Background: an optimization exercise with open tools, aiming at small area and a short achievable clock period. Do not read the settings as production practice. Where RTL was checked, it was by simulation tests only, not by an equivalence proof against the original. No driver is modelled on the clock port, so clocking that relies on it looks cheaper here than on a real chip.

## the previous run
Design pe, start of the top module:
module pe (
    input               clk,
    input               rst,
    input  signed [7:0] weight,
    input  signed [7:0] inmap,
    input               inmap_vld,
    input               weight_vld,
    input  signed [7:0] bias,
    output signed [7:0] outmap,
    output              outmap_vld,
    output signed [15:0] outraw
);
  wire v = inmap_vld & weight_vld;
  reg  [4:0]  n;     
  reg  [15:0] acc;   
  wire z = (n == 5'd0);
  wire [15:0] base = (v & z) ? {{5{bias[7]}}, bias, 3'b0} : (v ? acc : 16'd0);
  wire [7:0] wg;
  gate8 u_gw (.a(weight), .e0(inmap_vld), .e1(weight_vld), .y(wg));
  wire one0 = inmap[0] ^ 1'b0;
  wire two0 = (inmap[1] & ~inmap[0] & ~1'b0) | (~inmap[1] & inmap[0] & 1'b0);
  wire neg0 = inmap[1] & ~(inmap[0] & 1'b0);
  wire pp0_0 = ((one0 & wg[0]) | (two0 & 1'b0)) ^ neg0;
  wire pp0_1 = ((one0 & wg[1]) | (two0 & wg[0])) ^ neg0;
  wire pp0_2 = ((one0 & wg[2]) | (two0 & wg[1])) ^ neg0;
  wire pp0_3 = ((one0 & wg[3]) | (two0 & wg[2])) ^ neg0;
  wire pp0_4 = ((one0 & wg[4]) | (two0 & wg[3])) ^ neg0;
  wire pp0_5 = ((one0 & wg[5]) | (two0 & wg[4])) ^ neg0;
  wire pp0_6 = ((one0 & wg[6]) | (two0 & wg[5])) ^ neg0;
  wire pp0_7 = ((one0 & wg[7]) | (two0 & wg[6])) ^ neg0;
  wire pp0_8 = ~(((one0 & wg[7]) | (two0 & wg[7])) ^ neg0);
  wire one1 = inmap[2] ^ inmap[1];
  wire two1 = (inmap[3] & ~inmap[2] & ~inmap[1]) | (~inmap[3] & inmap[2] & inmap[1]);
  wire neg1 = inmap[3] & ~(inmap[2] & inmap[1]);
  wire pp1_0 = ((one1 & wg[0]) | (two1 & 1'b0)) ^ neg1;
  wire pp1_1 = ((one1 & wg[1]) | (two1 & wg[0])) ^ neg1;
  wire pp1_2 = ((one1 & wg[2]) | (two1 & wg[1])) ^ neg1;
  wire pp1_3 = ((one1 & wg[3]) | (two1 & wg[2])) ^ neg1;
  wire pp1_4 = ((one1 & wg[4]) | (two1 & wg[3])) ^ neg1;
  wire pp1_5 = ((one1 & wg[5]) | (two1 & wg[4])) ^ neg1;
  wire pp1_6 = ((one1 & wg[6]) | (two1 & wg[5])) ^ neg1;
  wire pp1_7 = ((one1 & wg[7]) | (two1 & wg[6])) ^ neg1;
  wire pp1_8 = ~(((one1 & wg[7]) | (two1 & wg[7])) ^ neg1);
  wire one2 = inmap[4] ^ inmap[3];
  ...
Size in the first run: roughly 21 flip-flops, about 53 I/O pins, about 3200 sq um of cells after synthesis.
clock: 10.5 ns
lec_check: 0
cap_margin: 20
core_margin: 2
core_utilization: 40
slew_margin: 60
synth_hierarchical: 1
synth_minimum_keep_size: 0
standard.sh (not shown) runs the stock make flow with config.mk's settings and CLKGATE_MAP_FILE= SYNTH_SCRIPT=/design/flow/synth_recipe.tcl, a recipe that flattens the netlist after the stock synthesis.
==> flow/flow/run.sh <==
#!/bin/bash
# Own layout flow: the standard ORFS layout (standard.sh, which also runs the standard
# synthesis) with two changes:
#  - port buffers are buf_1 instead of the buffer the port buffering picks by default
#    (every input and output port still gets its own buffer; the sizing may upsize it);
#  - before clock-tree synthesis, pre_cts.tcl runs a timing-driven sizing pass (gate
#    upsizing and pin swaps only) aiming at a worst slack SIZE_EXTRA_SLACK ns above the
#    placed one.
# The final report's power-grid check has failed now and then on a placement; if the run
# fails, it is redone from scratch with a slightly smaller sizing target. Each attempt's
# output is in standard_flow_<target>.log; ORFS's own logs are under orfs/logs.
set -uo pipefail
here=$(cd "$(dirname "$0")" && pwd)
export BUFFER_PORTS_ARGS="-buffer_cell sky130_fd_sc_hd__buf_1"
export PRE_CTS_TCL="$here/pre_cts.tcl"
for x in 0.45 0.40 0.35 0.30; do
  rm -rf orfs out/final.def
  if SIZE_EXTRA_SLACK=$x bash standard.sh > "standard_flow_$x.log" 2>&1 && [[ -f out/final.def ]]; then
    echo "layout done with sizing target +$x ns"
    exit 0
  fi
  echo "layout with sizing target +$x ns failed; see standard_flow_$x.log"
done
exit 1
==> flow/flow/pre_cts.tcl <==
# Timing-driven gate sizing before CTS: upsize gates and swap pins (no buffering) on the
# worst paths until the worst slack is SIZE_EXTRA_SLACK ns above what placement left.
estimate_parasitics -placement
set ws [worst_slack -max]
puts "pre_cts sizing: worst slack $ws, target [expr {$ws + $::env(SIZE_EXTRA_SLACK)}]"
repair_timing -setup -setup_margin [expr {$ws + $::env(SIZE_EXTRA_SLACK)}] \
  -sequence "sizeup,swap" -repair_tns 0 -verbose
puts "pre_cts sizing: worst slack now [worst_slack -max]"
Changes in the current run relative to the previous run:
--- a/flow/design.v
+++ b/flow/design.v
@@ -35,14 +35,32 @@
 module gate8 (
     input  [7:0] a,
     input        e0,
     input        e1,
     output [7:0] y
 );
   assign y = a & {8{e0 & e1}};
+endmodule
+module nandg8 (
+    input  [7:0] a,
+    input        e0,
+    input        e1,
+    output [7:0] y
+);
+  assign y = ~(a & {8{e0 & e1}});
+endmodule
+module bsel4 (
+    input        e0,
+    input        e1,
+    input        z,
+    input  [3:0] b,
+    input  [3:0] a,
+    output [3:0] y
+);
+  assign y = (e0 & e1) ? (z ? b : a) : 4'd0;
 endmodule
 module signedm #(
     parameter DATA_SIZE      = 8,
     parameter HALFWORD_WIDTH = 16
 ) (
     input  signed [     DATA_SIZE-1:0] a,
                                        b,
@@ -65,54 +83,54 @@
 );
   wire v = inmap_vld & weight_vld;
   reg  [4:0]  n;     
   reg  [15:0] acc;   
   wire z = (n == 5'd0);
   wire [15:0] base = (v & z) ? {{5{bias[7]}}, bias, 3'b0} : (v ? acc : 16'd0);
   wire [7:0] wg;
-  gate8 u_gw (.a(weight), .e0(inmap_vld), .e1(weight_vld), .y(wg));
-  wire one0 = inmap[0] ^ 1'b0;
-  wire two0 = (inmap[1] & ~inmap[0] & ~1'b0) | (~inmap[1] & inmap[0] & 1'b0);
-  wire neg0 = inmap[1] & ~(inmap[0] & 1'b0);
+  gate8 u_gw (.a(inmap), .e0(inmap_vld), .e1(weight_vld), .y(wg));
+  wire one0 = weight[0] ^ 1'b0;
+  wire two0 = (weight[1] & ~weight[0] & ~1'b0) | (~weight[1] & weight[0] & 1'b0);
+  wire neg0 = weight[1] & ~(weight[0] & 1'b0);
   wire pp0_0 = ((one0 & wg[0]) | (two0 & 1'b0)) ^ neg0;
   wire pp0_1 = ((one0 & wg[1]) | (two0 & wg[0])) ^ neg0;
   wire pp0_2 = ((one0 & wg[2]) | (two0 & wg[1])) ^ neg0;
   wire pp0_3 = ((one0 & wg[3]) | (two0 & wg[2])) ^ neg0;
   wire pp0_4 = ((one0 & wg[4]) | (two0 & wg[3])) ^ neg0;
   wire pp0_5 = ((one0 & wg[5]) | (two0 & wg[4])) ^ neg0;
   wire pp0_6 = ((one0 & wg[6]) | (two0 & wg[5])) ^ neg0;
   wire pp0_7 = ((one0 & wg[7]) | (two0 & wg[6])) ^ neg0;
   wire pp0_8 = ~(((one0 & wg[7]) | (two0 & wg[7])) ^ neg0);
-  wire one1 = inmap[2] ^ inmap[1];
-  wire two1 = (inmap[3] & ~inmap[2] & ~inmap[1]) | (~inmap[3] & inmap[2] & inmap[1]);
-  wire neg1 = inmap[3] & ~(inmap[2] & inmap[1]);
+  wire one1 = weight[2] ^ weight[1];
+  wire two1 = (weight[3] & ~weight[2] & ~weight[1]) | (~weight[3] & weight[2] & weight[1]);
+  wire neg1 = weight[3] & ~(weight[2] & weight[1]);
   wire pp1_0 = ((one1 & wg[0]) | (two1 & 1'b0)) ^ neg1;
   wire pp1_1 = ((one1 & wg[1]) | (two1 & wg[0])) ^ neg1;
   wire pp1_2 = ((one1 & wg[2]) | (two1 & wg[1])) ^ neg1;
   wire pp1_3 = ((one1 & wg[3]) | (two1 & wg[2])) ^ neg1;
   wire pp1_4 = ((one1 & wg[4]) | (two1 & wg[3])) ^ neg1;
   wire pp1_5 = ((one1 & wg[5]) | (two1 & wg[4])) ^ neg1;
   wire pp1_6 = ((one1 & wg[6]) | (two1 & wg[5])) ^ neg1;
   wire pp1_7 = ((one1 & wg[7]) | (two1 & wg[6])) ^ neg1;
   wire pp1_8 = ~(((one1 & wg[7]) | (two1 & wg[7])) ^ neg1);
-  wire one2 = inmap[4] ^ inmap[3];
-  wire two2 = (inmap[5] & ~inmap[4] & ~inmap[3]) | (~inmap[5] & inmap[4] & inmap[3]);
-  wire neg2 = inmap[5] & ~(inmap[4] & inmap[3]);
+  wire one2 = weight[4] ^ weight[3];
+  wire two2 = (weight[5] & ~weight[4] & ~weight[3]) | (~weight[5] & weight[4] & weight[3]);
+  wire neg2 = weight[5] & ~(weight[4] & weight[3]);
   wire pp2_0 = ((one2 & wg[0]) | (two2 & 1'b0)) ^ neg2;
   wire pp2_1 = ((one2 & wg[1]) | (two2 & wg[0])) ^ neg2;
   wire pp2_2 = ((one2 & wg[2]) | (two2 & wg[1])) ^ neg2;
   wire pp2_3 = ((one2 & wg[3]) | (two2 & wg[2])) ^ neg2;
   wire pp2_4 = ((one2 & wg[4]) | (two2 & wg[3])) ^ neg2;
   wire pp2_5 = ((one2 & wg[5]) | (two2 & wg[4])) ^ neg2;
   wire pp2_6 = ((one2 & wg[6]) | (two2 & wg[5])) ^ neg2;
   wire pp2_7 = ((one2 & wg[7]) | (two2 & wg[6])) ^ neg2;
   wire pp2_8 = ~(((one2 & wg[7]) | (two2 & wg[7])) ^ neg2);
-  wire one3 = inmap[6] ^ inmap[5];
-  wire two3 = (inmap[7] & ~inmap[6] & ~inmap[5]) | (~inmap[7] & inmap[6] & inmap[5]);
-  wire neg3 = inmap[7] & ~(inmap[6] & inmap[5]);
+  wire one3 = weight[6] ^ weight[5];
+  wire two3 = (weight[7] & ~weight[6] & ~weight[5]) | (~weight[7] & weight[6] & weight[5]);
+  wire neg3 = weight[7] & ~(weight[6] & weight[5]);
   wire pp3_0 = ((one3 & wg[0]) | (two3 & 1'b0)) ^ neg3;
   wire pp3_1 = ((one3 & wg[1]) | (two3 & wg[0])) ^ neg3;
   wire pp3_2 = ((one3 & wg[2]) | (two3 & wg[1])) ^ neg3;
   wire pp3_3 = ((one3 & wg[3]) | (two3 & wg[2])) ^ neg3;
   wire pp3_4 = ((one3 & wg[4]) | (two3 & wg[3])) ^ neg3;
   wire pp3_5 = ((one3 & wg[5]) | (two3 & wg[4])) ^ neg3;
   wire pp3_6 = ((one3 & wg[6]) | (two3 & wg[5])) ^ neg3;
==> comparison <==
- The current run finished every stage and its layout cleared the timing, DRC and antenna checks.
- Status: utilization parity (the previous run, the current run)
- ~same fmax in the previous run and the current run
- Comparing met3 wire length for the previous run and the current run, the smaller number came from the previous run.
- More vias were needed by the current run than by the previous run.
- From the previous run to the current run, non-clock inverter total of the final layout did not move at all.
- Against the previous run, the current run reports a count of clock-net buffers in the final layout that is lower.
- The current run reports a lower maximum cell stage delay along the critical path than the previous run does.
- The current run against the previous run; total of plain and repair buffers excluding clock buffers is up slightly.
- Delta(critical path arrival, the current run - the previous run) > 0
- On die area, the previous run and the current run are basically level.
- The area growth from synthesis to layout was comparable across the previous run and the current run.
- Looking at the previous run and the current run, the multiplexer share of the synthesized area is a wash.
- Summary of the current run over the previous run: clock distribution area overhead in the final layout closely matched the old numbers, minimum period implied by the final worst setup slack picked up an extra 23 ps.
The RTL of the current run was laid out without a check of its function.

## re-timing with driven ports
In the flow no input, the clock included, has a driving cell. The finished layouts below were timed again as built, in two steps. Step 1 sets driving cells, clkbuf_16 on the clock port and buf_2 on the other inputs (assumed; they add their load-dependent delay and slew). Step 2 also shifts input and output timing later by t, the mid clock arrival at the registers, as if the neighbouring blocks saw the same clock. Three values: ideal ports, drivers, drivers and shift; two values: the first two.
| run | shift t [ns] | setup WS [ns] | cell pins on the clock port's net |
|---|---|---|---|
| the previous run | 0.281 | 2.125 / 2.105 / 2.105 | 1 |
| the current run | 0.292 | 2.102 / 2.071 / 2.071 | 1 |
After both steps every run listed still meets setup and hold. The setup slack of the current run, which loses most, moves by -0.031 ns with the drivers and by -0.031 ns with both steps.
